From an optimization exercise on the open Yosys and OpenROAD flow, aimed at small area and a short achievable clock period; shortcuts taken in it are not production practice.
Function was checked by simulation only, so behaviour that the tests miss may differ from the original.
No activity file was given, so power comes from the tool's default toggle rates.

--- design/flow/config.mk ---
export PLATFORM = sky130hd
export DESIGN_NAME = RV32I
export DESIGN_NICKNAME = RV32I
export VERILOG_FILES = /design/flow/design.v
export SDC_FILE = /design/flow/constraint.sdc
export NUM_CORES = 8
export LEC_CHECK = 0
export CAP_MARGIN = 20
export CORE_MARGIN = 2
export CORE_UTILIZATION = 40
export CTS_CLUSTER_DIAMETER = 100
export CTS_CLUSTER_SIZE = 25
export SLEW_MARGIN = 20
export SYNTH_HIERARCHICAL = 1
--- design/flow/constraint.sdc ---
create_clock -name core_clock -period 22.0 [get_ports {clk}]
set_input_delay 4.4000 -clock core_clock [delete_from_list [all_inputs] [get_ports {clk}]]
set_output_delay 4.4000 -clock core_clock [all_outputs]
set_load 0.01 [all_outputs]
--- design/flow/design.v ---
module g_inv(output y, input a);
    assign y = ~a;
endmodule
module g_nand2(output y, input a, b);
    assign y = ~(a & b);
endmodule
module g_nand3(output y, input a, b, c);
    assign y = ~(a & b & c);
endmodule
module g_nand4(output y, input a, b, c, d);
    assign y = ~(a & b & c & d);
endmodule
module g_nor2(output y, input a, b);
    assign y = ~(a | b);
endmodule
module g_nor3(output y, input a, b, c);
    assign y = ~(a | b | c);
endmodule
module g_xor2(output y, input a, b);
    assign y = a ^ b;
endmodule
module g_xnor2(output y, input a, b);
    assign y = ~(a ^ b);
endmodule
module g_mux2i(output y, input a0, a1, s);
    assign y = ~(s ? a1 : a0);
endmodule
module g_a21oi(output y, input a1, a2, b1);
    assign y = ~((a1 & a2) | b1);
endmodule
module g_a22oi(output y, input a1, a2, b1, b2);
    assign y = ~((a1 & a2) | (b1 & b2));
endmodule
module g_aoi222(output y, input a0, b0, a1, b1, a2, b2);
    assign y = ~((a0 & b0) | (a1 & b1) | (a2 & b2));
endmodule
module rd64(output y, input [63:0] s, input [63:0] d);
    wire [21:0] t;       
    genvar k;
    generate
        for (k = 0; k < 21; k = k + 1) begin : l1
            g_aoi222 u(t[k], s[3*k], d[3*k], s[3*k+1], d[3*k+1], s[3*k+2], d[3*k+2]);
        end
    endgenerate
    g_nand2 u63(t[21], s[63], d[63]);
    wire [5:0] u;        
    g_nand4 n0(u[0], t[0], t[1], t[2], t[3]);
    g_nand4 n1(u[1], t[4], t[5], t[6], t[7]);
    g_nand4 n2(u[2], t[8], t[9], t[10], t[11]);
    g_nand4 n3(u[3], t[12], t[13], t[14], t[15]);
    g_nand3 n4(u[4], t[16], t[17], t[18]);
    g_nand3 n5(u[5], t[19], t[20], t[21]);
    wire [2:0] v;        
    g_nor2 o0(v[0], u[0], u[1]);
    g_nor2 o1(v[1], u[2], u[3]);
    g_nor2 o2(v[2], u[4], u[5]);
    g_nand3 f(y, v[0], v[1], v[2]);
endmodule
module rd31n(output yn, input [31:1] s, input [31:1] d);
    wire [10:0] t;       
    genvar k;
    generate
        for (k = 0; k < 10; k = k + 1) begin : l1
            g_aoi222 u(t[k], s[3*k+1], d[3*k+1], s[3*k+2], d[3*k+2], s[3*k+3], d[3*k+3]);
        end
    endgenerate
    g_nand2 u31(t[10], s[31], d[31]);
    wire [2:0] u;        
    g_nand4 n0(u[0], t[0], t[1], t[2], t[3]);
    g_nand4 n1(u[1], t[4], t[5], t[6], t[7]);
    g_nand3 n2(u[2], t[8], t[9], t[10]);
    g_nor3 f(yn, u[0], u[1], u[2]);
endmodule
module sumdec(output [7:0] SA, output [15:0] SB,
              input [7:0] an,           
              input [7:0] b,            
              input test,
              input [7:0] tan,          
              input [7:0] tbn);         
    wire [7:0] bn = ~b;
    wire [7:0] e, en, g, p;
    genvar i, j;
    generate
        for (i = 0; i < 8; i = i + 1) begin : pg
            g_xnor2 ue(e[i], an[i], b[i]);       
            g_xor2  un(en[i], an[i], b[i]);      
            g_nor2  ug(g[i], an[i], bn[i]);      
            g_nand2 up(p[i], an[i], bn[i]);      
        end
    endgenerate
    wire c2n;
    g_a21oi uc(c2n, p[1], g[0], g[1]);
    wire [1:0] m2;
    g_xor2 um20(m2[0], e[2], c2n);
    g_xor2 um21(m2[1], en[2], c2n);
    wire [19:0] mm;    
    generate
        for (i = 3; i < 8; i = i + 1) begin : mt
            g_xnor2 u0(mm[(i-3)*4+0], e[i],  p[i-1]);
            g_xnor2 u1(mm[(i-3)*4+1], e[i],  g[i-1]);
            g_xnor2 u2(mm[(i-3)*4+2], en[i], p[i-1]);
            g_xnor2 u3(mm[(i-3)*4+3], en[i], g[i-1]);
        end
        for (j = 0; j < 8; j = j + 1) begin : ga
            wire gn;
            g_nand3 u(gn, m2[j & 1], mm[0 + (j & 3)], mm[4 + ((j >> 1) & 3)]);
            g_mux2i t(SA[j], gn, tan[j], test);
        end
        for (j = 0; j < 16; j = j + 1) begin : gb
            wire gn;
            g_nand3 u(gn, mm[8 + (j & 3)], mm[12 + ((j >> 1) & 3)], mm[16 + ((j >> 2) & 3)]);
            g_mux2i t(SB[j], gn, tbn[j >> 1], test);
        end
    endgenerate
endmodule
module register_file(output [31:0] RD1n, RD2n,
                     input clk, rst, WE,
                     input [4:0] A1, A2, A3,
                     input [31:0] WD3);
    reg [31*32-1:0] r;    
    reg [31:1] v;
    wire [31:0] wsel = (32'd1 << A3) & {{31{WE}}, 1'b0};
    wire [31:1] s1, s2;
    rdec d1(s1, A1, v);
    rdec d2(s2, A2, v);
    genvar g, b;
    generate
        for (g = 1; g < 32; g = g + 1) begin : regs
            always @(posedge clk)
                if (wsel[g])
                    r[(g-1)*32 +: 32] <= WD3;
            always @(posedge clk or posedge rst)
                if (rst)
                    v[g] <= 1'b0;
                else if (wsel[g])
                    v[g] <= 1'b1;
        end
        for (b = 0; b < 32; b = b + 1) begin : bits
            wire [31:1] col;
            for (g = 1; g < 32; g = g + 1) begin : c
                assign col[g] = r[(g-1)*32 + b];
            end
            rd31n p1(RD1n[b], s1[31:1], col);
            rd31n p2(RD2n[b], s2[31:1], col);
        end
    endgenerate
endmodule
module rdec(output [31:1] s, input [4:0] A, input [31:1] v);
    wire [4:0] An;
    wire [3:0] pa;       
    wire [7:0] pb;       
    genvar i;
    generate
        for (i = 0; i < 5; i = i + 1) begin : iv
            g_inv u(An[i], A[i]);
        end
        for (i = 0; i < 4; i = i + 1) begin : da
            g_nor2 u(pa[i], (i & 1) ? An[0] : A[0], (i & 2) ? An[1] : A[1]);
        end
        for (i = 0; i < 8; i = i + 1) begin : db
            g_nor3 u(pb[i], (i & 1) ? An[2] : A[2], (i & 2) ? An[3] : A[3], (i & 4) ? An[4] : A[4]);
        end
        for (i = 1; i < 32; i = i + 1) begin : w
            wire sn;
            g_nand3 u(sn, pa[i & 3], pb[i >> 2], v[i]);
            g_inv   d(s[i], sn);
        end
    endgenerate
endmodule
module alu(input [31:0] A, B,
           input SUB,
           input F_ADD, F_SLL, F_SR, F_ARITH, F_SLT, F_SLTU, F_XOR, F_OR, F_AND, F_COPY,
           output [31:0] Y,
           output [31:0] SUM,
           output zero, over_load);
    wire [31:0] bx = B ^ {32{SUB}};
    wire [32:0] s = {1'b0, A} + {1'b0, bx} + {32'd0, SUB};
    assign SUM = s[31:0];
    wire ltu = ~s[32];
    wire lt  = (A[31] ^ B[31]) ? A[31] : s[31];
    wire [4:0] sh = B[4:0];
    wire [31:0] arev, srev;
    wire [31:0] sin = F_SLL ? arev : A;
    wire [31:0] sr = $signed({F_SR & F_ARITH & A[31], sin}) >>> sh;
    genvar k;
    generate
        for (k = 0; k < 32; k = k + 1) begin : rev
            assign arev[k] = A[31-k];
            assign srev[k] = sr[31-k];
        end
    endgenerate
    assign Y = ({32{F_ADD}}  & s[31:0])
             | ({32{F_SLL}}  & srev)
             | ({32{F_SR}}   & sr)
             | ({32{F_XOR}}  & (A ^ B))
             | ({32{F_OR}}   & (A | B))
             | ({32{F_AND}}  & (A & B))
             | ({32{F_COPY}} & B)
             | {31'd0, (F_SLT & lt) | (F_SLTU & ltu)};
    wire z_add = ~|((A ^ B) ^ {A[30:0] | B[30:0], 1'b0});    
    wire z_eq  = (A == B);                                   
    assign zero = (F_ADD & ~SUB & z_add)
                | ((F_ADD & SUB | F_XOR) & z_eq)
                | (F_SLL & ~|srev)
                | (F_SR & ~|sr)
                | (F_OR & ~|(A | B))
                | (F_AND & ~|(A & B))
                | (F_COPY & ~|B)
                | (F_SLT & ~lt)
                | (F_SLTU & ~ltu);
    assign over_load = F_ADD & (A[31] == bx[31]) & (s[31] != A[31]);
endmodule
module data_memory(output [31:0] RD,
                   input clk, rst, WE,
                   input [3:0] LE,
                   input [5:0] WA,
                   input [31:0] WD,
                   input [7:0] SA,
                   input [15:0] SB);
    reg [64*32-1:0] m;
    reg [63:0] v;
    wire [63:0] wsel = (64'd1 << WA) & {64{WE}};
    wire [31:0] wd = WD & {{8{LE[3]}}, {8{LE[2]}}, {8{LE[1]}}, {8{LE[0]}}};
    wire [63:0] rs;
    genvar g, l, b;
    generate
        for (g = 0; g < 64; g = g + 1) begin : words
            for (l = 0; l < 4; l = l + 1) begin : lanes
                always @(posedge clk)
                    if (wsel[g] & (LE[l] | ~v[g]))
                        m[g*32 + l*8 +: 8] <= wd[l*8 +: 8];
            end
            always @(posedge clk or posedge rst)
                if (rst)
                    v[g] <= 1'b0;
                else if (wsel[g])
                    v[g] <= 1'b1;
        end
        for (g = 0; g < 64; g = g + 1) begin : sel
            wire rsn;
            g_nand3 u(rsn, SA[g % 8], SB[g / 4], v[g]);
            g_inv   d(rs[g], rsn);
        end
        for (b = 0; b < 32; b = b + 1) begin : bits
            wire [63:0] col;
            for (g = 0; g < 64; g = g + 1) begin : c
                assign col[g] = m[g*32 + b];
            end
            rd64 p(RD[b], rs, col);
        end
    endgenerate
endmodule
module wbmux(output [31:0] Y,
             input [31:0] W, ALU, OTH,
             input L0, L1, L2, L3, H1, H3, LW,
             input Q7, Q15B, Q15, Q23, Q31B, Q31,
             input SA, SO);
    wire x0, x1, x2, x3, ext8, ext16;
    g_a22oi s0(x0, Q7, W[7], Q15B, W[15]);
    g_a22oi s1(x1, Q23, W[23], Q31B, W[31]);
    g_nand2 s2(ext8, x0, x1);
    g_a22oi s3(x2, Q7, W[7], Q15, W[15]);
    g_a22oi s4(x3, Q23, W[23], Q31, W[31]);
    g_nand2 s5(ext16, x2, x3);
    genvar j;
    generate
        for (j = 0; j < 8; j = j + 1) begin : b0
            wire t0, t1;
            g_aoi222 u0(t0, L0, W[j], L1, W[j+8], L2, W[j+16]);
            g_aoi222 u1(t1, L3, W[j+24], SA, ALU[j], SO, OTH[j]);
            g_nand2  u2(Y[j], t0, t1);
        end
        for (j = 8; j < 16; j = j + 1) begin : b1
            wire t0, t1;
            g_aoi222 u0(t0, H1, W[j], H3, W[j+16], SA, ALU[j]);
            g_a21oi  u1(t1, SO, OTH[j], ext8);
            g_nand2  u2(Y[j], t0, t1);
        end
        for (j = 16; j < 32; j = j + 1) begin : b2
            wire t0, t1;
            g_a22oi  u0(t0, LW, W[j], SA, ALU[j]);
            g_a21oi  u1(t1, SO, OTH[j], ext16);
            g_nand2  u2(Y[j], t0, t1);
        end
    endgenerate
endmodule
module RV32I(output [31:0] Result, output [31:0] Result2, input clk, rst, input test, input [7:0] test_addr,
             output zero, overload,
             input [31:0] instr, output [31:0] pc);
    wire [6:0] op = instr[6:0];
    wire [2:0] f3 = instr[14:12];
    wire f30 = instr[30];
    wire f25 = instr[25];
    wire [4:0] rd  = instr[11:7];
    wire [4:0] ra1 = instr[19:15];
    wire [4:0] ra2 = instr[24:20];
    wire isL   = ~rst & (op == 7'h03);
    wire isI   = ~rst & (op == 7'h13);
    wire isAUI = ~rst & (op == 7'h17);
    wire isS   = ~rst & (op == 7'h23);
    wire isR   = ~rst & (op == 7'h33);
    wire isLUI = ~rst & (op == 7'h37);
    wire isB   = ~rst & (op == 7'h63);
    wire isJR  = ~rst & (op == 7'h67);
    wire isJ   = ~rst & (op == 7'h6f);
    wire wb_alu = isR | isI | isAUI | isLUI;           
    wire wb_pc4 = ~(wb_alu | isL);                     
    wire reg_wr = wb_alu | isL | isJ | isJR;
    reg  [31:0] PC;
    reg  [31:0] hold2;
    assign pc = PC;
    wire [31:0] pc4 = PC + 32'd4;
    wire [31:0] rs1n, rs2n;
    wire [31:0] rs1 = ~rs1n;
    wire [31:0] rs2 = ~rs2n;
    wire selA_rs1 = isR | isI | isS | isL | isLUI | isJR;
    wire selB_rs2 = ~(isI | isS | isL | isB | isAUI | isLUI | isJ | isJR);
    wire [31:0] immI = {{20{instr[31]}}, instr[31:20]};
    wire [31:0] immS = {{20{instr[31]}}, instr[31:25], instr[11:7]};
    wire [31:0] immB = {{20{instr[31]}}, instr[7], instr[30:25], instr[11:8], 1'b0};
    wire [31:0] immU = {instr[31:12], 12'd0};
    wire [31:0] immJ = {{12{instr[31]}}, instr[19:12], instr[20], instr[30:21], 1'b0};
    wire [31:0] imm = ({32{isI | isL | isJR}} & immI)
                    | ({32{isS}} & immS)
                    | ({32{isB}} & immB)
                    | ({32{isAUI | isLUI}} & immU)
                    | ({32{isJ}} & immJ);
    wire [31:0] A = selA_rs1 ? rs1 : PC;
    wire [31:0] B = selB_rs2 ? rs2 : imm;
    wire f3_000 = (f3 == 3'b000);
    wire f3_101 = (f3 == 3'b101);
    wire use_f3 = isI | (isR & ~f25 & (~f30 | f3_000 | f3_101));
    wire do_sub = isR & ~f25 & f30 & f3_000;
    wire F_SLL  = use_f3 & (f3 == 3'b001);
    wire F_SLT  = use_f3 & (f3 == 3'b010);
    wire F_SLTU = use_f3 & (f3 == 3'b011);
    wire F_XOR  = use_f3 & (f3 == 3'b100);
    wire F_SR   = use_f3 & f3_101;
    wire F_OR   = use_f3 & (f3 == 3'b110);
    wire F_AND  = use_f3 & (f3 == 3'b111);
    wire F_COPY = isLUI;
    wire F_ADD  = ~(F_SLL | F_SLT | F_SLTU | F_XOR | F_SR | F_OR | F_AND | F_COPY);
    wire SUB    = do_sub | F_SLT | F_SLTU;
    wire [31:0] alu_y, sum;
    alu u_alu(.A(A), .B(B), .SUB(SUB),
              .F_ADD(F_ADD), .F_SLL(F_SLL), .F_SR(F_SR), .F_ARITH(f30), .F_SLT(F_SLT), .F_SLTU(F_SLTU),
              .F_XOR(F_XOR), .F_OR(F_OR), .F_AND(F_AND), .F_COPY(F_COPY),
              .Y(alu_y), .SUM(sum), .zero(zero), .over_load(overload));
    wire beq  = (rs1 == rs2);
    wire bltu = (rs1 < rs2);
    wire blt  = ($signed(rs1) < $signed(rs2));
    reg  cond;
    always @(*)
        case (f3)
            3'b000: cond = beq;
            3'b001: cond = ~beq;
            3'b010: cond = 1'b0;
            3'b011: cond = 1'b1;
            3'b100: cond = blt;
            3'b101: cond = ~blt;
            3'b110: cond = bltu;
            default: cond = ~bltu;
        endcase
    wire taken = isJ | isJR | (isB & cond);
    wire [7:0] lb = instr[27:20];
    wire [7:0] tan = ~(8'd1 << test_addr[4:2]);
    wire [7:0] tbn = ~(8'd1 << test_addr[7:5]);
    wire [7:0]  sa_;
    wire [15:0] sb_;
    sumdec u_sd(.SA(sa_), .SB(sb_), .an(rs1n[7:0]), .b(lb), .test(test), .tan(tan), .tbn(tbn));
    wire [31:0] word;
    wire [7:0]  sa = rs1[7:0] + immS[7:0];
    wire st = isS & ~test;
    wire [3:0] le = (f3 == 3'b000) ? (4'b0001 << sa[1:0]) :
                    (f3 == 3'b001) ? (sa[1] ? 4'b1100 : 4'b0011) : 4'b1111;
    wire st_we = st & (f3 == 3'b000 | f3 == 3'b001 | f3 == 3'b010);
    wire [31:0] wdata = (f3[1:0] == 2'b00) ? {4{rs2[7:0]}} :
                        (f3[1:0] == 2'b01) ? {2{rs2[15:0]}} : rs2;
    data_memory u_dmem(.RD(word), .clk(clk), .rst(rst), .WE(st_we), .LE(le), .WA(sa[7:2]), .WD(wdata), .SA(sa_), .SB(sb_));
    wire a0 = rs1[0] ^ lb[0];
    wire a1 = rs1[1] ^ lb[1] ^ (rs1[0] & lb[0]);
    wire isw = test | (f3 == 3'b010);
    wire ish = ~test & (f3[1:0] == 2'b01);
    wire isb = ~test & (f3[1:0] == 2'b00);
    wire sgn = ~f3[2];
    wire sel0 = isw | (ish & ~a1) | (isb & ~a1 & ~a0);
    wire sel1 = isb & ~a1 & a0;
    wire sel2 = (ish & a1) | (isb & a1 & ~a0);
    wire sel3 = isb & a1 & a0;
    wire hi1  = isw | (ish & ~a1);
    wire hi3  = ish & a1;
    wire q7   = isb & sgn & ~a1 & ~a0;
    wire q15b = isb & sgn & ~a1 & a0;
    wire q23  = isb & sgn & a1 & ~a0;
    wire q31b = isb & sgn & a1 & a0;
    wire q15  = q15b | (ish & sgn & ~a1);
    wire q31  = q31b | (ish & sgn & a1);
    wire r2_ld  = test | isL;
    wire r2_alu = ~test & wb_alu;
    wire r2_hld = ~test & ~isL & ~wb_alu;
    wbmux u_wb1(.Y(Result), .W(word), .ALU(alu_y), .OTH(pc4),
                .L0(isL & sel0), .L1(isL & sel1), .L2(isL & sel2), .L3(isL & sel3),
                .H1(isL & hi1), .H3(isL & hi3), .LW(isL & isw),
                .Q7(isL & q7), .Q15B(isL & q15b), .Q15(isL & q15), .Q23(isL & q23),
                .Q31B(isL & q31b), .Q31(isL & q31),
                .SA(wb_alu), .SO(wb_pc4));
    wbmux u_wb2(.Y(Result2), .W(word), .ALU(alu_y), .OTH(hold2),
                .L0(r2_ld & sel0), .L1(r2_ld & sel1), .L2(r2_ld & sel2), .L3(r2_ld & sel3),
                .H1(r2_ld & hi1), .H3(r2_ld & hi3), .LW(r2_ld & isw),
                .Q7(r2_ld & q7), .Q15B(r2_ld & q15b), .Q15(r2_ld & q15), .Q23(r2_ld & q23),
                .Q31B(r2_ld & q31b), .Q31(r2_ld & q31),
                .SA(r2_alu), .SO(r2_hld));
    register_file u_rf(.RD1n(rs1n), .RD2n(rs2n), .clk(clk), .rst(rst), .WE(reg_wr & ~test),
                       .A1(ra1), .A2(ra2), .A3(rd), .WD3(Result));
    always @(posedge clk or posedge rst) begin
        if (rst) begin
            PC <= 32'd0;
            hold2 <= 32'd0;
        end else if (~test) begin
            PC <= taken ? sum : pc4;
            if (wb_alu | isL)
                hold2 <= Result;
        end
    end
endmodule
--- design/flow/flow/run.sh ---
#!/bin/bash
# Own layout flow: the standard layout (standard.sh, standard synthesis) with
#  - timing repair aiming at 10 ns of setup slack instead of 0 (the clock period and
#    the constraints are unchanged; this only makes repair_timing work harder),
#  - buf_4 port buffers and cell resizing across footprints,
#  - a clock tree without dummy loads.
# Each tool's full output stays in orfs/logs (per step); make's own output goes to make.log.
set -euo pipefail
bash standard.sh \
  SETUP_SLACK_MARGIN=10 \
  MATCH_CELL_FOOTPRINT=0 \
  "BUFFER_PORTS_ARGS=-buffer_cell sky130_fd_sc_hd__buf_4" \
  "CTS_ARGS=-sink_clustering_enable -repair_clock_nets -dont_use_dummy_load -sink_clustering_size 25 -sink_clustering_max_diameter 100" \
  finish > make.log 2>&1
--- design/flow/standard.sh ---
#!/bin/bash
# synth_recipe.tcl (not shown) runs the flow's synth.tcl, then flattens the netlist and writes it again
# the make line also repeats each setting of config.mk as NAME=value (left out here)
make -C /OpenROAD-flow-scripts/flow DESIGN_CONFIG=/design/flow/config.mk WORK_HOME=/design/flow/orfs CLKGATE_MAP_FILE= SYNTH_SCRIPT=/design/flow/synth_recipe.tcl "${@:-finish}"
==> results of run 1 <==
-- kinds of logic (layout without fill, tap and decap cells) --
family / after synthesis / count (layout) / synth area share (%)
DFF: 3199 / 3199 / 71.41
AOI/OAI and AO/OA: 2018 / 2018 / 13.90
xor gates and xnor gates: 162 / 162 / 1.069
adders and majority gates: 138 / 138 / 1.306
buffers and inverters: 524 / 1942 / 1.639
muxes: 206 / 206 / 2.101
and+or+nand+nor: 2085 / 2104 / 8.572
other: 0 / 32 / 0
-- critical path: cells and delay by family --
kind	cells	cell delay (ns)
buf+inv	12	1.92
xor+xnor	1	0.09
simple gates	11	2.63
compound gates	4	1.85
mux	1	0.13
-- Yosys stat by module, one instance, submodules excluded, a selection --
module	cell area, um2	cells	times used	flops+latches
data_memory	67620	2848	1	2112
g_a21oi	8.758	1	49	0
g_aoi222	10.01	1	1360	0
g_mux2i	10.01	1	24	0
g_nand4	6.256	1	256	0
g_nor3	10.01	1	80	0
g_xnor2	8.758	1	26	0
g_xor2	8.758	1	8	0
register_file	31070	1110	1	1023
-- area by class of cell --
cell class / count / area share [%]
repair buffers: 1418 / 8.863
inverters: 290 / 0.9447
repair inverters: 79 / 0.3672
flip-flops and latches: 3199 / 58.86
diodes: 32 / 0.04948
clock buffers: 155 / 2.397
multi-input cells: 4628 / 25.12
well taps: 4387 / 3.392
-- layer usage --
| layer | up-vias | part of all wire [%] |
|---|---|---|
| met1 | 50676 | 34 |
| met3 | 1618 | 14 |
| met5 | - | 0.019 |
| met2 | 8618 | 43 |
| li1 | 39131 | - |
| met4 | 5 | 8.9 |
-- cells in the mapped netlist (34+ instances only) --
master and number:
nand3_1 345, a222oi_1 1363, o21bai_1 100, nor2b_1 272
inv_1 284, mux2_2 45, a21oi_1 74, o21ai_0 107
xor2_1 78, nand2_1 388, mux4_2 53, nor3_1 234
nor3_2 128, mux2i_1 94, xnor2_1 83, nor2_1 237
nand4_1 287, and2_1 40, a21oi_2 49, clkbuf_1 145
dfrtp_1 159, edfxtp_1 3040, nor4_1 41, ha_1 136
a22oi_2 40, buf_2 34
-- state kept, by name (all words and copies together), names as in the netlist --
register	cells
PC	32
hold2	32
u_dmem.m	2048
u_dmem.v	64
u_rf.r	992
u_rf.v	31
-- report_power, final --
part	switching [mW]	total, mW	leakage (nW)	internal, mW
registers	0.0276	6.78	33.2	6.75
clock network	1.85	3.12	1.91	1.27
logic	0.894	1.29	21.3	0.397
-- worst paths after layout --
kind | endpoint | cells past startpoint
setup / recovery | Result2[8] | 29
hold / removal | hold2[3]$_DFFE_PP0P_ | 1
setup reg to reg | hold2[30]$_DFFE_PP0P_ | 31
hold reg to reg | hold2[3]$_DFFE_PP0P_ | 1
max in group asynchronous | PC[23]$_DFFE_PP0N_ | 3
min in group asynchronous | u_dmem.v[11]$_DFFE_PP0P_ | 2
-- metrics by stage --
stage	std cells	hold slack, ns	util, %
finish	14188	0.4976	48.66
global route	14173	0.5119	48.64
CTS	14035	0.4960	48.00
detailed placement	12997	0.4791	43.15
global placement	12986	0.4734	43.06
floorplan	8332	0.4577	-
-- repair_timing --
action	in CTS	in global routing
setup endpoints to repair	1059	66
pin swaps	434	224
setup buffers	770	105
gates resized for setup	809	141
cloned	113	16
==> impl_metrics.yaml, run 1 <==
floorplan:
  die_area_um2: 338100
  start_util_pct: 40.11
  coreArea_um2: 332600
  die_y_um: 581.5
  core.rowCount: 212
  ios: 141
  die_w_um: 581.5
timing:
  fmax_mhz: 64.59
  setup_slack_ns: 6.518
  slew_viol_final: 0
  worst_slew_pin_slew_ns: 1.174
  setup_viol: 0
  rsz0062_at_grt: "true"
  skew_ns: 0.1689
  hold_viol_final: 0
  finalCriticalPeriod_ns: 15.48
  slew-limit-headroom_pct: 21.30
  fin_setup_tns_ns: 0
  period_share_pct: 70.37
yosys:
  ys_seq_area_share_pct: 71.41
  synth_cell_type_count: 97
  synthesis.nets: 8513
  synth_area_leaders: "edfxtp_1, a222oi_1, dfrtp_1"
  syn_area_um2: 133400
  synth_largest_area_cell: "edfxtp_1"
  synth.avg_cell_area_um2: 16.01
  syn_inst: 8332
  ys_ff_latch: 3199
  synthFlopType: "edfxtp_1"
  yosysTopAreaCellShare_pct: 68.43
  synth-edff-count: 3040
  async_flop_share_pct: 4.970
  synth_warnings: 9
pwr:
  vdd_drop_max_v: 0.00006958
  p_per_area_nw_per_um2: 69.10
  power.total_mw: 11.18
  total_leakage_power_nw: 56.45
placement:
  port_buffers: 138
  pre_cts_ws_ns: 4.160
  dp_hpwl_mm: 315.6
  place_area_um2: 143500
  gp_congestion: 0.9609
drt:
  antenna_left: 0
  wl_per_cell_um: 39.93
  wl_mm: 566.5
  drt_iter0_drc: 22018
  drt_pass1_iterations: 12
  vias: 100048
  drc: 0
  vias_per_cell: 7.052
final_layout:
  area_delta_synth_final_pct: 21.32
  mostFrequentLayoutCells: "edfxtp_1, a222oi_1, buf_4, nand2_1, nand4_1"
  multi_input_area_um2: 40660
  final_nets: 9952
  final_area_um2: 161800
  seqCellArea_um2: 95270
  n_fill_cell: 27943
  final_common_cell: "edfxtp_1"
  drive_above_1_share_pct: 27.67
clocking:
  cts_buffers: 155
  clock_path_buffers: 4
  clock-root-buffer: "clkbuf_16"
  insertion_delay_ns: 0.95
  cts_tree: "done"
  htreeDepth: 4
  cts_hold_buf: 0
  clock-sinks: 3199
  cts.clk_slew.worst_paths_ns: 0.07
setup_path:
  critPathMaxStageDelay_ns: 0.80
  path_common_cell: "buf_12"
  cp.required_ns: 17.60
  crit_fanout: 7
  ff2ff_setup_slack_ns: 14.60
  cp_slowest_cell: "a222oi_1"
  crit_type: "in2out"
  cp-start-kind: "primary input"
  worstPathArrival_ns: 11.08
  cp-end-kind: "output pin"
  critPathLaunch: "instr[16]"
  r2r-start: "u_rf.v[13]$_DFFE_PP0P_"
outcome:
  run_status: "no timing/DRC/antenna violations"
min_path:
  hold_path_class: "reg2reg"
  hold_start: "hold2[3]$_DFFE_PP0P_"
grt:
  use_met2_pct: 47.94
  met3_usage_pct: 8.311
  grt_usage_pct: 31.96
  antenna_found_initial: 36
  grt_util_met1_pct: 40.44
  grt_start_max_net_pins: 78
  grt_pass1_vias: 92344
  busiest_layer: "met2"
  gr-total-overflow: 0
  grt_pass1_wl_mm: 752.7
flow_run:
  cap_violations: 0
==> inputs of run 2 (changes only) <==
--- a/design/flow/design.v
+++ b/design/flow/design.v
@@ -35,4 +35,10 @@
     assign y = ~((a0 & b0) | (a1 & b1) | (a2 & b2));
 endmodule
+module g_o21ai(output y, input a1, a2, b1);
+    assign y = ~((a1 | a2) & b1);
+endmodule
+module g_and2(output y, input a, b);
+    assign y = a & b;
+endmodule
 module rd64(output y, input [63:0] s, input [63:0] d);
     wire [21:0] t;       
@@ -121,7 +127,9 @@
     reg [31:1] v;
     wire [31:0] wsel = (32'd1 << A3) & {{31{WE}}, 1'b0};
-    wire [31:1] s1, s2;
+    wire [31:1] s1, s2, s1h, s2h;
     rdec d1(s1, A1, v);
     rdec d2(s2, A2, v);
+    rdec d1h(s1h, A1, v);
+    rdec d2h(s2h, A2, v);
     genvar g, b;
     generate
@@ -141,6 +149,6 @@
                 assign col[g] = r[(g-1)*32 + b];
             end
-            rd31n p1(RD1n[b], s1[31:1], col);
-            rd31n p2(RD2n[b], s2[31:1], col);
+            rd31n p1(RD1n[b], (b < 16) ? s1 : s1h, col);
+            rd31n p2(RD2n[b], (b < 16) ? s2 : s2h, col);
         end
     endgenerate
@@ -168,5 +176,6 @@
     endgenerate
 endmodule
-module alu(input [31:0] A, B,
+module alu(input [31:0] RS1N, RS2N, PC, IMM,    
+           input SELA, SELB,                    
            input SUB,
            input F_ADD, F_SLL, F_SR, F_ARITH, F_SLT, F_SLTU, F_XOR, F_OR, F_AND, F_COPY,
@@ -174,14 +183,25 @@
            output [31:0] SUM,
            output zero, over_load);
-    wire [31:0] bx = B ^ {32{SUB}};
-    wire [32:0] s = {1'b0, A} + {1'b0, bx} + {32'd0, SUB};
-    assign SUM = s[31:0];
-    wire ltu = ~s[32];
-    wire lt  = (A[31] ^ B[31]) ? A[31] : s[31];
-    wire [4:0] sh = B[4:0];
+    wire [31:0] A, bx, xr;
+    wire [31:0] pcn = ~PC;
+    wire [31:0] immxn = ~(IMM ^ {32{SUB}});
+    genvar k;
+    generate
+        for (k = 0; k < 32; k = k + 1) begin : op
+            g_mux2i ua(A[k], pcn[k], RS1N[k], SELA);
+            g_xor2  ux(xr[k], RS2N[k], SUB);
+            g_mux2i ub(bx[k], immxn[k], xr[k], SELB);
+        end
+    endgenerate
+    wire [31:0] p, tn, gn;        
+    wire c31, c32;
+    ksadd u_add(.S(SUM), .P(p), .TN(tn), .GN(gn), .C31(c31), .C32(c32), .A(A), .B(bx), .CIN(SUB));
+    wire ovf = c31 ^ c32;
+    wire lt  = SUM[31] ^ ovf;
+    wire ltu = ~c32;
+    wire [4:0] sh = bx[4:0];
     wire [31:0] arev, srev;
     wire [31:0] sin = F_SLL ? arev : A;
     wire [31:0] sr = $signed({F_SR & F_ARITH & A[31], sin}) >>> sh;
-    genvar k;
     generate
         for (k = 0; k < 32; k = k + 1) begin : rev
@@ -190,24 +210,112 @@
         end
     endgenerate
-    assign Y = ({32{F_ADD}}  & s[31:0])
+    assign Y = ({32{F_ADD}}  & SUM)
              | ({32{F_SLL}}  & srev)
              | ({32{F_SR}}   & sr)
-             | ({32{F_XOR}}  & (A ^ B))
-             | ({32{F_OR}}   & (A | B))
-             | ({32{F_AND}}  & (A & B))
-             | ({32{F_COPY}} & B)
+             | ({32{F_XOR}}  & p)
+             | ({32{F_OR}}   & ~tn)
+             | ({32{F_AND}}  & ~gn)
+             | ({32{F_COPY}} & bx)
              | {31'd0, (F_SLT & lt) | (F_SLTU & ltu)};
-    wire z_add = ~|((A ^ B) ^ {A[30:0] | B[30:0], 1'b0});    
-    wire z_eq  = (A == B);                                   
-    assign zero = (F_ADD & ~SUB & z_add)
-                | ((F_ADD & SUB | F_XOR) & z_eq)
-                | (F_SLL & ~|srev)
-                | (F_SR & ~|sr)
-                | (F_OR & ~|(A | B))
-                | (F_AND & ~|(A & B))
-                | (F_COPY & ~|B)
+    wire z_as = ~|(p ^ {~tn[30:0], SUB});
+    reg [31:0] keep;
+    integer i;
+    always @(*)
+        for (i = 0; i < 32; i = i + 1)
+            keep[i] = F_SLL ? (i + sh <= 31) : (i >= sh);
+    wire z_sh = ~|(A & keep);
+    assign zero = (F_ADD & z_as)
+                | (F_XOR & ~|p)
+                | (F_OR & &tn)
+                | (F_AND & &gn)
+                | (F_COPY & ~|bx)
+                | ((F_SLL | F_SR) & z_sh)
                 | (F_SLT & ~lt)
                 | (F_SLTU & ~ltu);
-    assign over_load = F_ADD & (A[31] == bx[31]) & (s[31] != A[31]);
+    assign over_load = F_ADD & ovf;
+endmodule
+module ksadd(output [31:0] S, P, TN, GN, output C31, C32,
+             input [31:0] A, B, input CIN);
+    genvar i;
+    wire cinn;
+    g_inv uci(cinn, CIN);
+    generate
+        for (i = 0; i < 32; i = i + 1) begin : l0
+            g_xor2  up(P[i], A[i], B[i]);
+            g_nor2  ut(TN[i], A[i], B[i]);
+            g_nand2 ug(GN[i], A[i], B[i]);
+        end
+    endgenerate
+    wire [31:0] g1, t1;
+    wire g0cn;      
+    generate
+        for (i = 0; i < 32; i = i + 1) begin : l1
+            if (i == 0) begin : b
+                g_o21ai ug(g1[0], TN[0], cinn, GN[0]);      
+                g_inv   un(g0cn, g1[0]);
+                assign t1[0] = 1'b0;
+            end else if (i == 1) begin : b
+                g_o21ai ug(g1[1], TN[1], g0cn, GN[1]);
+                g_nor2  ut(t1[1], TN[1], TN[0]);
+            end else begin : b
+                g_o21ai ug(g1[i], TN[i], GN[i-1], GN[i]);
+                g_nor2  ut(t1[i], TN[i], TN[i-1]);
+            end
+        end
+    endgenerate
+    wire [31:0] g2n, t2n;
+    generate
+        for (i = 0; i < 32; i = i + 1) begin : l2
+            if (i < 2) begin : b
+                g_inv ug(g2n[i], g1[i]);
+                assign t2n[i] = 1'b1;
+            end else begin : b
+                g_a21oi ug(g2n[i], t1[i], g1[i-2], g1[i]);
+                g_nand2 ut(t2n[i], t1[i], t1[i-2]);
+            end
+        end
+    endgenerate
+    wire [31:0] g3, t3;
+    generate
+        for (i = 0; i < 32; i = i + 1) begin : l3
+            if (i < 4) begin : b
+                g_inv ug(g3[i], g2n[i]);
+                assign t3[i] = 1'b0;
+            end else begin : b
+                g_o21ai ug(g3[i], t2n[i], g2n[i-4], g2n[i]);
+                g_nor2  ut(t3[i], t2n[i], t2n[i-4]);
+            end
+        end
+    endgenerate
+    wire [31:0] g4n, t4n;
+    generate
+        for (i = 0; i < 32; i = i + 1) begin : l4
+            if (i < 8) begin : b
+                g_inv ug(g4n[i], g3[i]);
+                assign t4n[i] = 1'b1;
+            end else begin : b
+                g_a21oi ug(g4n[i], t3[i], g3[i-8], g3[i]);
+                g_nand2 ut(t4n[i], t3[i], t3[i-8]);
+            end
+        end
+    endgenerate
+    wire [31:0] g5;
+    generate
+        for (i = 0; i < 32; i = i + 1) begin : l5
+            if (i < 16) begin : b
+                g_inv ug(g5[i], g4n[i]);
+            end else begin : b
+                g_o21ai ug(g5[i], t4n[i], g4n[i-16], g4n[i]);
+            end
+        end
+    endgenerate
+    wire [31:0] c = {g5[30:0], CIN};
+    generate
+        for (i = 0; i < 32; i = i + 1) begin : sm
+            g_xor2 us(S[i], P[i], c[i]);
+        end
+    endgenerate
+    assign C31 = g5[30];
+    assign C32 = g5[31];
 endmodule
 module data_memory(output [31:0] RD,
@@ -222,5 +330,5 @@
     wire [63:0] wsel = (64'd1 << WA) & {64{WE}};
     wire [31:0] wd = WD & {{8{LE[3]}}, {8{LE[2]}}, {8{LE[1]}}, {8{LE[0]}}};
-    wire [63:0] rs;
+    wire [63:0] rs, rs1;
     genvar g, l, b;
     generate
@@ -238,7 +346,9 @@
         end
         for (g = 0; g < 64; g = g + 1) begin : sel
-            wire rsn;
-            g_nand3 u(rsn, SA[g % 8], SB[g / 4], v[g]);
-            g_inv   d(rs[g], rsn);
+            wire rsn0, rsn1;
+            g_nand3 u0(rsn0, SA[g % 8], SB[g / 4], v[g]);
+            g_inv   d0(rs[g], rsn0);
+            g_nand3 u1(rsn1, SA[g % 8], SB[g / 4], v[g]);
+            g_inv   d1(rs1[g], rsn1);
         end
         for (b = 0; b < 32; b = b + 1) begin : bits
@@ -247,5 +357,5 @@
                 assign col[g] = m[g*32 + b];
             end
-            rd64 p(RD[b], rs, col);
+            rd64 p(RD[b], (b < 16) ? rs : rs1, col);
         end
     endgenerate
@@ -256,30 +366,33 @@
              input Q7, Q15B, Q15, Q23, Q31B, Q31,
              input SA, SO);
-    wire x0, x1, x2, x3, ext8, ext16;
+    wire x0, x1, x2, x3, ext8n, ext16n;
     g_a22oi s0(x0, Q7, W[7], Q15B, W[15]);
     g_a22oi s1(x1, Q23, W[23], Q31B, W[31]);
-    g_nand2 s2(ext8, x0, x1);
+    g_and2  s2(ext8n, x0, x1);
     g_a22oi s3(x2, Q7, W[7], Q15, W[15]);
     g_a22oi s4(x3, Q23, W[23], Q31, W[31]);
-    g_nand2 s5(ext16, x2, x3);
+    g_and2  s5(ext16n, x2, x3);
+    wire [31:0] ta, to;
     genvar j;
     generate
+        for (j = 0; j < 32; j = j + 1) begin : bt
+            g_nand2 ua(ta[j], SA, ALU[j]);         
+            g_nand2 uo(to[j], SO, OTH[j]);
+        end
         for (j = 0; j < 8; j = j + 1) begin : b0
             wire t0, t1;
-            g_aoi222 u0(t0, L0, W[j], L1, W[j+8], L2, W[j+16]);
-            g_aoi222 u1(t1, L3, W[j+24], SA, ALU[j], SO, OTH[j]);
-            g_nand2  u2(Y[j], t0, t1);
+            g_a22oi  u0(t0, L0, W[j], L1, W[j+8]);
+            g_a22oi  u1(t1, L2, W[j+16], L3, W[j+24]);
+            g_nand4  u2(Y[j], t0, t1, to[j], ta[j]);
         end
         for (j = 8; j < 16; j = j + 1) begin : b1
-            wire t0, t1;
-            g_aoi222 u0(t0, H1, W[j], H3, W[j+16], SA, ALU[j]);
-            g_a21oi  u1(t1, SO, OTH[j], ext8);
-            g_nand2  u2(Y[j], t0, t1);
+            wire t0;
+            g_a22oi  u0(t0, H1, W[j], H3, W[j+16]);
+            g_nand4  u2(Y[j], t0, ext8n, to[j], ta[j]);
         end
         for (j = 16; j < 32; j = j + 1) begin : b2
-            wire t0, t1;
-            g_a22oi  u0(t0, LW, W[j], SA, ALU[j]);
-            g_a21oi  u1(t1, SO, OTH[j], ext16);
-            g_nand2  u2(Y[j], t0, t1);
+            wire t0;
+            g_nand2  u0(t0, LW, W[j]);
+            g_nand4  u2(Y[j], t0, ext16n, to[j], ta[j]);
         end
     endgenerate
@@ -326,6 +439,4 @@
                     | ({32{isAUI | isLUI}} & immU)
                     | ({32{isJ}} & immJ);
-    wire [31:0] A = selA_rs1 ? rs1 : PC;
-    wire [31:0] B = selB_rs2 ? rs2 : imm;
     wire f3_000 = (f3 == 3'b000);
     wire f3_101 = (f3 == 3'b101);
@@ -343,5 +454,5 @@
     wire SUB    = do_sub | F_SLT | F_SLTU;
     wire [31:0] alu_y, sum;
-    alu u_alu(.A(A), .B(B), .SUB(SUB),
+    alu u_alu(.RS1N(rs1n), .RS2N(rs2n), .PC(PC), .IMM(imm), .SELA(selA_rs1), .SELB(selB_rs2), .SUB(SUB),
               .F_ADD(F_ADD), .F_SLL(F_SLL), .F_SR(F_SR), .F_ARITH(f30), .F_SLT(F_SLT), .F_SLTU(F_SLTU),
               .F_XOR(F_XOR), .F_OR(F_OR), .F_AND(F_AND), .F_COPY(F_COPY),
==> run 2 against run 1 <==
  * Still clean
  * Clock skew fell by 0.041 ns
  * Global-route usage down 2.1 points
  * Sequential power about the same
  * Wire length fell by 4.5%
  * Die area grew 2.0%
  * Clock-buffer cell count is 2 higher
  * Synthesized cell count grew 7.5%
  * Cell area is 1.3% higher
  * Power increased by 1.6%
  * Critical path depth fell by 2
  * Sequential share of layout area shrank 0.77 points
  * Setup slack improved by 0.69 ns
  * Critical endpoint is now Result2[1]
  * Largest cell class unchanged
==> impl_metrics.yaml, run 2 <==
pwr:
  p_per_area_nw_per_um2: 69.31
  total_leakage_power_nw: 56.99
  vdd_drop_max_v: 0.00007302
drt:
  wl_per_cell_um: 36.38
  vias: 100853
  drt_pass1_iterations: 14
  antenna_left: 0
  drc: 0
  wl_mm: 541.1
  vias_per_cell: 6.780
  drt_iter0_drc: 19849
floorplan:
  ios: 141
  die_w_um: 587.2
  die_area_um2: 344800
  die_y_um: 587.2
  start_util_pct: 40.10
  coreArea_um2: 339200
  core.rowCount: 214
placement:
  gp_congestion: 0.9861
  pre_cts_ws_ns: 5.006
  dp_hpwl_mm: 342.1
  port_buffers: 138
clocking:
  clock-sinks: 3199
  cts_tree: "done"
  clock_path_buffers: 4
  cts_buffers: 157
  htreeDepth: 4
  cts_hold_buf: 0
  insertion_delay_ns: 0.92
  clock-root-buffer: "clkbuf_16"
  cts.clk_slew.worst_paths_ns: 0.03
timing:
  hold_viol_final: 0
  slew_viol_final: 0
  setup_viol: 0
  fmax_mhz: 67.60
  worst_slew_pin_slew_ns: 1.169
  finalCriticalPeriod_ns: 14.79
  fin_setup_tns_ns: 0
  slew-limit-headroom_pct: 22.01
  skew_ns: 0.1280
  holdWs_ns: 0.5046
  setup_slack_ns: 7.208
  rsz0062_at_grt: "true"
  period_share_pct: 67.24
flow_run:
  cap_violations: 0
setup_path:
  crit_fanout: 6
  cp-end-kind: "output pin"
  critical_path.top_delay_family: "simple AND/OR/NAND/NOR gates"
  cp-start-kind: "primary input"
  critPathLaunch: "instr[19]"
  cp.required_ns: 17.60
  worstPathArrival_ns: 10.39
  cp_slowest_cell: "a222oi_1"
  crit_type: "in2out"
  cp.buffers_inverters: 11
  critPathMaxStageDelay_ns: 0.78
  r2r-start: "u_rf.v[19]$_DFFE_PP0P_"
grt:
  antenna_found_initial: 48
  grt_start_max_net_pins: 65
  grt_pass1_vias: 95122
  gr-total-overflow: 0
  grt_pass1_wl_mm: 732.8
  grt_usage_pct: 29.87
yosys:
  synth_largest_area_cell: "edfxtp_1"
  yosys-top-cells-count: "edfxtp_1, a222oi_1, nand2_1, nand3_1, inv_1"
  async_flop_share_pct: 4.970
  synth.avg_cell_area_um2: 15.19
  yosysTopAreaCellShare_pct: 67.10
  synthFlopType: "edfxtp_1"
  synth_cell_type_count: 93
  synth-edff-count: 3040
  ys_seq_area_share_pct: 70.03
  synth_area_leaders: "edfxtp_1, a222oi_1, dfrtp_1"
  syn_area_um2: 136000
  synthesis.nets: 9050
  syn_inst: 8959
  synth_warnings: 10
  post-synth-top-count-cell: "edfxtp_1"
  ys_ff_latch: 3199
min_path:
  hold_start: "hold2[9]$_DFFE_PP0P_"
  hold_path_class: "reg2reg"
final_layout:
  n_fill_cell: 28901
  final_common_cell: "edfxtp_1"
  area_delta_synth_final_pct: 20.54
  mostFrequentLayoutCells: "edfxtp_1, a222oi_1, buf_4, nand2_1, nand3_1"
  largest_register_ff_count: 2048
  drive_above_1_share_pct: 26.31
  largestRegisters: "u_dmem.m x2048, u_rf.r x992, u_dmem.v x64"
  top_register: "u_dmem.m"
  final_nets: 10407
outcome:
  run_status: "no timing/DRC/antenna violations"
[run 2: Yosys stat by module, one instance, submodules excluded, a selection]
module         times used  cells inside
alu                     1           864
data_memory             1          2848
g_a21oi                55             1
g_a22oi                56             1
g_and2                  4             1
g_aoi222             1312             1
g_inv                 304             1
g_mux2i                88             1
g_nand3               436             1
g_nor2                205             1
g_nor3                 96             1
g_xnor2                26             1
register_file           1          1110
[run 2: worst paths after layout]
| check | endpoint | slack (ns) | cells past startpoint |
|---|---|---|---|
| worst max-delay path | Result2[1] | 7.21 | 27 |
| worst min-delay path | hold2[9]$_DFFE_PP0P_ | 0.50 | 1 |
| worst max register to register | u_rf.r[893]$_DFFE_PP_ | 10.97 | 71 |
| worst min register to register | hold2[9]$_DFFE_PP0P_ | 0.50 | 1 |
| max in group asynchronous | u_dmem.v[45]$_DFFE_PP0P_ | 17.51 | 3 |
| min in group asynchronous | u_dmem.v[48]$_DFFE_PP0P_ | 3.41 | 2 |
[run 2: repair_timing]
action,4_1_cts,5_1_grt
cloned,45,8
endpoints found under the setup margin,133,98
resized for setup,988,288
endpoints found under the hold margin,0,0
buffers inserted,584,175
pin swaps,348,215
[run 2: logic make-up after synthesis]
family                     after synthesis  share of synthesized area [%]
adders and majority gates               48                         0.4470
xor gates and xnor gates               236                          1.525
muxes                                  283                          2.625
buffers and inverters                  690                          2.062
DFF                                   3199                          70.03
AOI/OAI and AO/OA                     1988                          13.36
and+or+nand+nor                       2515                          9.954
[run 2: final cells by class]
class / count / area [um2] / share of cell area (%)
timing repair inverter: 3 / 17.52 / 0.01068
inverter: 458 / 2281 / 1.391
clock buffer: 157 / 3929 / 2.396
multi-input combinational: 5070 / 42050 / 25.64
timing repair buffer: 1427 / 14700 / 8.967
antenna: 24 / 60.06 / 0.03662
sequential: 3199 / 95270 / 58.10
tap: 4536 / 5675 / 3.461
[run 2: power by group]
part / internal (mW) / leakage [nW] / switching, mW
clock: 1.28 / 1.93 / 1.84
combinational: 0.467 / 22.7 / 0.976
sequential: 6.75 / 32.3 / 0.0449
[run 2: routing by layer]
metal  track usage (%)  part of all wire (%)  vias to the layer above  wire length, um
li1                  -                     -                    40708                -
met4             12.97                   5.4                       32            29400
met1             38.20                    36                    51360           193700
met5                 0                 0.038                        -              203
met2             46.58                    45                     7355           242600
met3             9.579                    14                     1398            75240
[run 2: metrics by stage]
stage / power [mW] / util, % / instance area, um2 / std cells
2_1_floorplan: 7.371 / - / 136300 / 8959
3_3_place_gp: 7.882 / 43.01 / 145900 / 13864
3_5_place_dp: 7.900 / 43.12 / 146300 / 13880
4_1_cts: 11.23 / 47.42 / 160900 / 14666
5_1_grt: 11.59 / 48.33 / 163900 / 14858
6_report: 11.37 / 48.34 / 164000 / 14874
==> inputs of run 3 (changes only) <==
--- a/design/flow/design.v
+++ b/design/flow/design.v
@@ -516,4 +516,11 @@
                 .Q31B(isL & q31b), .Q31(isL & q31),
                 .SA(wb_alu), .SO(wb_pc4));
+    wire [31:0] wb;
+    wbmux u_wb3(.Y(wb), .W(word), .ALU(alu_y), .OTH(pc4),
+                .L0(isL & sel0), .L1(isL & sel1), .L2(isL & sel2), .L3(isL & sel3),
+                .H1(isL & hi1), .H3(isL & hi3), .LW(isL & isw),
+                .Q7(isL & q7), .Q15B(isL & q15b), .Q15(isL & q15), .Q23(isL & q23),
+                .Q31B(isL & q31b), .Q31(isL & q31),
+                .SA(wb_alu), .SO(wb_pc4));
     wbmux u_wb2(.Y(Result2), .W(word), .ALU(alu_y), .OTH(hold2),
                 .L0(r2_ld & sel0), .L1(r2_ld & sel1), .L2(r2_ld & sel2), .L3(r2_ld & sel3),
@@ -523,5 +530,5 @@
                 .SA(r2_alu), .SO(r2_hld));
     register_file u_rf(.RD1n(rs1n), .RD2n(rs2n), .clk(clk), .rst(rst), .WE(reg_wr & ~test),
-                       .A1(ra1), .A2(ra2), .A3(rd), .WD3(Result));
+                       .A1(ra1), .A2(ra2), .A3(rd), .WD3(wb));
     always @(posedge clk or posedge rst) begin
         if (rst) begin
@@ -531,5 +538,5 @@
             PC <= taken ? sum : pc4;
             if (wb_alu | isL)
-                hold2 <= Result;
+                hold2 <= wb;
         end
     end
--- a/design/flow/flow/run.sh
+++ b/design/flow/flow/run.sh
@@ -1,5 +1,5 @@
 #!/bin/bash
 # Own layout flow: the standard layout (standard.sh, standard synthesis) with
-#  - timing repair aiming at 10 ns of setup slack instead of 0 (the clock period and
+#  - timing repair aiming at 10 ns of setup slack instead of 0, on the worst path only (the clock period and
 #    the constraints are unchanged; this only makes repair_timing work harder),
 #  - buf_4 port buffers and cell resizing across footprints,
@@ -8,5 +8,5 @@
 set -euo pipefail
 bash standard.sh \
-  SETUP_SLACK_MARGIN=10 \
+  SETUP_SLACK_MARGIN=10 TNS_END_PERCENT=0 \
   MATCH_CELL_FOOTPRINT=0 \
   "BUFFER_PORTS_ARGS=-buffer_cell sky130_fd_sc_hd__buf_4" \
==> run 3 against run 2 <==
  * Still clean on timing, DRC and antenna
  * Sequential power barely moved
  * Power fell by 2.3%
  * Combinational power down 18%
  * Global-route usage shrank 0.35 points
  * Worst hold slack gained 0.0058 ns
  * Wire length shrank 1.7%
  * Clock power barely moved
  * Die area grew 0.55%
  * Cell area decreased by 3.6%
  * Setup slack lost 0.48 ns
  * Highest routed layer unchanged
==> impl_metrics.yaml, run 3 <==
outcome:
  run_status: "no timing/DRC/antenna violations"
drt:
  vias: 99483
  vias_per_cell: 6.840
  drt_pass1_iterations: 12
  antenna_left: 0
  wl_per_cell_um: 36.57
  drc: 0
  drt_iter0_drc: 19649
  wl_mm: 531.9
final_layout:
  fin_cells: 14545
  utilization_pct: 46.50
  largestRegisters: "u_dmem.m x2048, u_rf.r x992, u_dmem.v x64"
  top_register: "u_dmem.m"
  final_area_um2: 158100
  mostFrequentLayoutCells: "edfxtp_1, a222oi_1, buf_4, nand2_1, nand3_1"
  final_nets: 10087
  area_delta_synth_final_pct: 15.58
  final_common_cell: "edfxtp_1"
  drive_above_1_share_pct: 21.76
  largest_register_ff_count: 2048
timing:
  period_share_pct: 69.43
  rsz0062_at_grt: "true"
  finalCriticalPeriod_ns: 15.27
  setup_viol: 0
  fmax_mhz: 65.47
  worst_slew_pin_slew_ns: 1.178
  skew_ns: 0.1274
  hold_viol_final: 0
  slew_viol_final: 0
  slew-limit-headroom_pct: 21.45
  fin_setup_tns_ns: 0
  setup_slack_ns: 6.726
  holdWs_ns: 0.5104
pwr:
  vdd_drop_max_v: 0.00007689
  total_leakage_power_nw: 53.79
  power.total_mw: 11.10
  p_per_area_nw_per_um2: 70.23
floorplan:
  start_util_pct: 40.23
  ios: 141
  die_w_um: 588.8
  die_y_um: 588.8
  core.rowCount: 214
  coreArea_um2: 340100
  die_area_um2: 346700
yosys:
  post-synth-top-count-cell: "edfxtp_1"
  synthAdderAreaFrac_pct: 0.4445
  syn_inst: 9060
  synth_cell_type_count: 92
  ys_ff_latch: 3199
  yosysTopAreaCellShare_pct: 66.73
  yosys-top-cells-count: "edfxtp_1, a222oi_1, nand2_1, nand3_1, inv_1"
  synth_warnings: 10
  synthFlopType: "edfxtp_1"
  async_flop_share_pct: 4.970
  synth_top_family_by_area: "compound AO/OA/AOI/OAI gates"
  synth_area_leaders: "edfxtp_1, a222oi_1, dfrtp_1"
  synthXorXnorAreaFrac_pct: 1.529
  synthesis.nets: 9151
  ys_seq_area_share_pct: 69.64
  synth_mux_area_share_pct: 2.695
  synth_largest_area_cell: "edfxtp_1"
  syn_area_um2: 136800
  synth-edff-count: 3040
  synth_compound_area_share_pct: 13.57
  synth.avg_cell_area_um2: 15.10
  yosys.area_share.simple_pct: 10.17
clocking:
  htreeDepth: 4
  clock-root-buffer: "clkbuf_16"
  cts_buffers: 160
  clock-sinks: 3199
  insertion_delay_ns: 0.91
  cts_tree: "done"
  clock_path_buffers: 4
  cts.clk_slew.worst_paths_ns: 0.06
  cts_hold_buf: 0
setup_path:
  cp_slowest_cell: "nand3_2"
  crit_fanout: 9
  crit_type: "in2out"
  cp-start-kind: "primary input"
  cp-end-kind: "output pin"
  critPathMaxStageDelay_ns: 0.55
  cp.required_ns: 17.60
  worstPathArrival_ns: 10.87
grt:
  grt_usage_pct: 29.52
  grt_pass1_vias: 94091
  grt_pass1_wl_mm: 725.2
  antenna_found_initial: 38
  gr-total-overflow: 0
  grt_start_max_net_pins: 68
placement:
  port_buffers: 138
  dp.cells: 13905
  place_area_um2: 146400
  dp_hpwl_mm: 349.5
  gp_congestion: 0.9925
  pre_cts_ws_ns: 4.821
min_path:
  hold_path_class: "reg2reg"
flow_run:
  cap_violations: 0
[run 3: cell types whose count changed in the layout (fill, tap and decap cells not counted), moves of 33 or more]
cell       previous run  this run
nor2_1              151       249
nand2_1             452       552
buf_4               952       821
clkbuf_16           204       171
buf_6               229        32
nor2_4              122        69
nor3_2              186       224
buf_12              159        95
[run 3: critical path: cells and delay by family]
kind	cells	cell delay (ns)
AO/OA/AOI/OAI	3	1.22
multiplexers	1	0.19
XOR/XNOR	2	0.30
buffers and inverters	9	1.48
AND/OR/NAND/NOR	10	3.22
[run 3: cell type report]
cell class / instances / area (um2)
clock buffer: 160 / 4004
tap: 4536 / 5675
timing repair inverter: 6 / 37.54
fill: 29426 / 181900
multi-input combinational: 5212 / 41900
sequential: 3199 / 95270
antenna: 15 / 37.54
inverter: 422 / 2093
timing repair buffer: 995 / 9100
[run 3: final timing paths]
kind                                             start                        to  slack (ns)  cells past startpoint
worst min register to register    hold2[0]$_DFFE_PP0P_      hold2[0]$_DFFE_PP0P_        0.51                      1
worst max-delay path                         instr[15]               Result2[11]        6.73                     25
max in group asynchronous                          rst        PC[28]$_DFFE_PP0N_       17.15                      3
min in group asynchronous                          rst  u_dmem.v[10]$_DFFE_PP0P_        3.56                      2
worst min-delay path              hold2[0]$_DFFE_PP0P_      hold2[0]$_DFFE_PP0P_        0.51                      1
worst max register to register  u_rf.v[13]$_DFFE_PP0P_     u_rf.r[793]$_DFFE_PP_       14.54                     25
[run 3: power breakdown]
group / switching (mW) / total, mW / internal, mW / leakage, nW
combinational: 0.868 / 1.18 / 0.309 / 19.5
sequential: 0.0327 / 6.79 / 6.76 / 32.3
clock: 1.83 / 3.14 / 1.30 / 1.97
total: 2.73 / 11.1 / 8.37 / 53.8
[run 3: per-module statistics from Yosys, one instance, submodules excluded, excerpt]
module	area, um2	cells	flops+latches	times used
RV32I	5881	710	64	1
g_and2	6.256	1	0	6
g_nand4	6.256	1	0	352
g_nand3	5.005	1	0	436
g_nand2	3.754	1	0	418
g_nor2	3.754	1	0	205
data_memory	67620	2848	2112	1
g_aoi222	10.01	1	0	1312
[run 3: metal layers]
metal  part of all wire [%]  track usage (%)
met5                  0.025                0
met4                    5.8            14.30
met3                     13            7.913
met2                     45            45.43
met1                     37            38.77
[run 3: logic make-up after synthesis]
logic type	Yosys count
AOI/OAI and AO/OA	2025
xor gates and xnor gates	238
adders and majority gates	48
buffers and inverters	649
DFF	3199
muxes	289
and+or+nand+nor	2612
[run 3: timing repair]
action | CTS | global route
setup buffers | 399 | 46
setup endpoints to repair | 168 | 66
pin swaps | 181 | 39
gates resized for setup | 597 | 32
gates cloned | 15 | 1
==> inputs of run 4 (changes only) <==
--- a/design/flow/design.v
+++ b/design/flow/design.v
@@ -361,10 +361,10 @@
     endgenerate
 endmodule
-module wbmux(output [31:0] Y,
+module wbmux(output [31:0] Y, YI,       
              input [31:0] W, ALU, OTH,
              input L0, L1, L2, L3, H1, H3, LW,
              input Q7, Q15B, Q15, Q23, Q31B, Q31,
              input SA, SO);
-    wire x0, x1, x2, x3, ext8n, ext16n;
+    wire x0, x1, x2, x3, ext8n, ext16n, ext16m;
     g_a22oi s0(x0, Q7, W[7], Q15B, W[15]);
     g_a22oi s1(x1, Q23, W[23], Q31B, W[31]);
@@ -372,5 +372,6 @@
     g_a22oi s3(x2, Q7, W[7], Q15, W[15]);
     g_a22oi s4(x3, Q23, W[23], Q31, W[31]);
-    g_and2  s5(ext16n, x2, x3);
+    g_and2  s5(ext16n, x2, x3);           
+    g_and2  s6(ext16m, x2, x3);           
     wire [31:0] ta, to;
     genvar j;
@@ -385,4 +386,5 @@
             g_a22oi  u1(t1, L2, W[j+16], L3, W[j+24]);
             g_nand4  u2(Y[j], t0, t1, to[j], ta[j]);
+            g_nand4  u3(YI[j], t0, t1, to[j], ta[j]);
         end
         for (j = 8; j < 16; j = j + 1) begin : b1
@@ -390,9 +392,11 @@
             g_a22oi  u0(t0, H1, W[j], H3, W[j+16]);
             g_nand4  u2(Y[j], t0, ext8n, to[j], ta[j]);
+            g_nand4  u3(YI[j], t0, ext8n, to[j], ta[j]);
         end
         for (j = 16; j < 32; j = j + 1) begin : b2
             wire t0;
             g_nand2  u0(t0, LW, W[j]);
-            g_nand4  u2(Y[j], t0, ext16n, to[j], ta[j]);
+            g_nand4  u2(Y[j], t0, (j < 24) ? ext16n : ext16m, to[j], ta[j]);
+            g_nand4  u3(YI[j], t0, (j < 24) ? ext16n : ext16m, to[j], ta[j]);
         end
     endgenerate
@@ -510,5 +514,6 @@
     wire r2_alu = ~test & wb_alu;
     wire r2_hld = ~test & ~isL & ~wb_alu;
-    wbmux u_wb1(.Y(Result), .W(word), .ALU(alu_y), .OTH(pc4),
+    wire [31:0] wb;      
+    wbmux u_wb1(.Y(Result), .YI(wb), .W(word), .ALU(alu_y), .OTH(pc4),
                 .L0(isL & sel0), .L1(isL & sel1), .L2(isL & sel2), .L3(isL & sel3),
                 .H1(isL & hi1), .H3(isL & hi3), .LW(isL & isw),
@@ -516,12 +521,6 @@
                 .Q31B(isL & q31b), .Q31(isL & q31),
                 .SA(wb_alu), .SO(wb_pc4));
-    wire [31:0] wb;
-    wbmux u_wb3(.Y(wb), .W(word), .ALU(alu_y), .OTH(pc4),
-                .L0(isL & sel0), .L1(isL & sel1), .L2(isL & sel2), .L3(isL & sel3),
-                .H1(isL & hi1), .H3(isL & hi3), .LW(isL & isw),
-                .Q7(isL & q7), .Q15B(isL & q15b), .Q15(isL & q15), .Q23(isL & q23),
-                .Q31B(isL & q31b), .Q31(isL & q31),
-                .SA(wb_alu), .SO(wb_pc4));
-    wbmux u_wb2(.Y(Result2), .W(word), .ALU(alu_y), .OTH(hold2),
+    wire [31:0] r2_unused;
+    wbmux u_wb2(.Y(Result2), .YI(r2_unused), .W(word), .ALU(alu_y), .OTH(hold2),
                 .L0(r2_ld & sel0), .L1(r2_ld & sel1), .L2(r2_ld & sel2), .L3(r2_ld & sel3),
                 .H1(r2_ld & hi1), .H3(r2_ld & hi3), .LW(r2_ld & isw),
==> run 4 against run 3 <==
  * Worst hold slack gained 0.0030 ns
  * Die area down 0.39%
  * Core utilization increased by 0.28 points
  * Synthesized area is 0.39% lower
  * Setup slack improved by 0.16 ns
  * Wire length shrank 2.5%
==> impl_metrics.yaml, run 4 <==
placement:
  dp_hpwl_mm: 343.6
  place_area_um2: 145800
  gp_congestion: 1.034
  pre_cts_ws_ns: 4.532
  port_buffers: 138
final_layout:
  n_fill_cell: 29479
  top_register: "u_dmem.m"
  area_delta_synth_final_pct: 16.56
  final_area_um2: 158800
  largest_register_ff_count: 2048
  seqCellArea_um2: 95270
  multi_input_area_um2: 41400
  drive_above_1_share_pct: 22.69
  final_common_cell: "edfxtp_1"
  largestRegisters: "u_dmem.m x2048, u_rf.r x992, u_dmem.v x64"
  final_nets: 10105
  mostFrequentLayoutCells: "edfxtp_1, a222oi_1, buf_4, nand2_1, nand3_1"
yosys:
  synth_warnings: 10
  syn_inst: 8993
  synth.avg_cell_area_um2: 15.15
  synthesis.nets: 9084
  syn_area_um2: 136300
setup_path:
  cp.required_ns: 17.60
  path_common_cell: "buf_12"
  cp-end-kind: "output pin"
  worstPathArrival_ns: 10.71
  cp_slowest_cell: "nand4_1"
  crit_type: "in2out"
  critPathMaxStageDelay_ns: 0.67
  crit_fanout: 16
  cp-start-kind: "primary input"
pwr:
  power.total_mw: 11.02
  total_leakage_power_nw: 54.40
  internal-power_mw: 8.331
  clock_power_share_pct: 28.2
  p_comb_share_pct: 10.0
  switching_share_pct: 24.37
  vdd_drop_max_v: 0.00007753
  p_switching_mw: 2.684
  seq_power_share_pct: 61.8
  p_per_area_nw_per_um2: 69.36
drt:
  drt_iter0_drc: 19440
  vias_per_cell: 6.774
  wl_mm: 518.5
  drc: 0
  vias: 98614
  drt_pass1_iterations: 13
  antenna_left: 0
  wl_per_cell_um: 35.62
clocking:
  clock_path_buffers: 4
  htreeDepth: 4
  cts.clk_slew.worst_paths_ns: 0.03
  insertion_delay_ns: 0.91
  clock-root-buffer: "clkbuf_16"
  clock-sinks: 3199
  cts_hold_buf: 0
  cts_buffers: 158
  cts_tree: "done"
grt:
  grt_start_max_net_pins: 68
  grt_pass1_vias: 93556
  gr-total-overflow: 0
  antenna_found_initial: 31
  grt_usage_pct: 28.70
  grt_pass1_wl_mm: 710.5
floorplan:
  coreArea_um2: 339500
  start_util_pct: 40.13
  die_area_um2: 345300
  die_w_um: 587.6
  core.rowCount: 214
  ios: 141
  die_y_um: 587.6
timing:
  skew_ns: 0.1471
  hold_viol_final: 0
  fmax_mhz: 66.16
  worst_slew_pin_slew_ns: 1.104
  rsz0062_at_grt: "true"
  slew_viol_final: 0
  slew-limit-headroom_pct: 25.88
  period_share_pct: 68.70
  setup_slack_ns: 6.885
  setup_viol: 0
  fin_setup_tns_ns: 0
  finalCriticalPeriod_ns: 15.11
min_path:
  hold_path_class: "reg2reg"
flow_run:
  cap_violations: 0
outcome:
  run_status: "no timing/DRC/antenna violations"
## run 4: cell types whose count changed in the layout (fill, tap and decap cells not counted), sizes merged, moves of 13 or more
cell / previous run / this run
buf: 975 / 1069
nand2: 562 / 482
a222oi: 1312 / 1343
nor2b: 272 / 300
clkinvlp: 121 / 142
a22oi: 94 / 77
o221ai: 23 / 6
a221oi: 19 / 3
nor2: 346 / 330
inv: 302 / 317
a21oi: 142 / 156
o22ai: 19 / 6
## run 4: metrics by stage
step	hold WS [ns]	std cells	utilization, %
CTS	0.5051	14484	46.42
detailed placement	0.4955	13852	42.95
global route	0.5225	14550	46.77
floorplan	0.4806	8993	-
finish	0.5134	14558	46.78
global placement	0.4894	13843	42.89
## run 4: power by group through the flow
stage	registers [mW]	logic, mW	clock network, mW
detailed placement	6.94	1.00	0
global route	6.80	1.12	3.34
finish	6.80	1.10	3.11
CTS	6.80	1.05	3.15
global placement	6.94	0.982	0
floorplan	6.92	0.448	0
## run 4: cell type report
cell class | count | area share (%)
antenna | 10 | 0.01576
clock buffer | 158 | 2.489
inverter | 458 | 1.442
multi-input combinational | 5104 | 26.07
sequential | 3199 | 59.98
tap | 4536 | 3.573
timing repair buffer | 1089 | 6.414
timing repair inverter | 4 | 0.01733
## run 4: worst max-delay path, delay by kind of cell
| family | cells | cell delay [ns] |
|---|---|---|
| AO/OA/AOI/OAI | 3 | 0.85 |
| XOR/XNOR | 2 | 0.37 |
| buffers and inverters | 11 | 1.96 |
| AND/OR/NAND/NOR | 11 | 2.88 |
| multiplexers | 1 | 0.17 |
## run 4: per-layer routing
layer / GRT usage [%] / up-vias / routed length (um)
met2: 45.20 / 6946 / 235900
met3: 7.304 / 1236 / 63380
met5: 0.1232 / - / 351
li1: - / 40176 / -
met1: 36.77 / 50226 / 187300
met4: 14.54 / 30 / 31680
## run 4: repair_timing
action                                  in CTS  in global routing
cloned                                      16                  2
endpoints found under the setup margin     107                 66
pin swaps                                  202                 84
setup buffers                              458                 60
resized for setup                          638                 80
## run 4: path summary, 6_finish.rpt
check                                      start                        to  slack [ns]  cells past startpoint
setup / recovery                       instr[15]                 Result[9]        6.89                     28
hold / removal             hold2[21]$_DFFE_PP0P_     hold2[21]$_DFFE_PP0P_        0.51                      1
setup reg to reg           u_rf.v[6]$_DFFE_PP0P_     hold2[30]$_DFFE_PP0P_       15.23                     25
hold reg to reg            hold2[21]$_DFFE_PP0P_     hold2[21]$_DFFE_PP0P_        0.51                      1
max in group asynchronous                    rst  u_dmem.v[40]$_DFFE_PP0P_       17.47                      3
min in group asynchronous                    rst  u_dmem.v[51]$_DFFE_PP0P_        3.44                      2

[afterwards: timing with drivers on the ports]
In the flow no input, the clock included, has a driving cell. The finished layouts below were timed again as built, in two steps.
Step 1 (the two cells are an assumption about what drives the block):
set clk [get_ports {clk}]
set_driving_cell -lib_cell sky130_fd_sc_hd__clkbuf_16 $clk
set_driving_cell -lib_cell sky130_fd_sc_hd__buf_2 [delete_from_list [all_inputs] $clk]
Step 2 adds t to the input delays and takes it off the output delays; t is the mean of the earliest and latest rising clock arrival at the registers after step 1. Input paths then give back, and output paths get back, about the clock's delay inside the block.
a / b / c = ideal / step 1 / step 2; a / b = the first two.
| run | shift t [ns] | setup WS [ns] | cell pins on the clock port's net |
|---|---|---|---|
| run 1 | 0.984 | 6.518 / 6.340 / 6.340 | 1 |
| run 2 | 0.967 | 7.208 / 7.077 / 6.802 | 1 |
| run 3 | 0.952 | 6.726 / 6.662 / 6.662 | 1 |
| run 4 | 0.942 | 6.885 / 6.797 / 6.797 | 1 |
After both steps setup and hold are still met in every run listed. The setup slack of run 2, which loses most, moves by -0.131 ns with the drivers and by -0.406 ns with both steps.
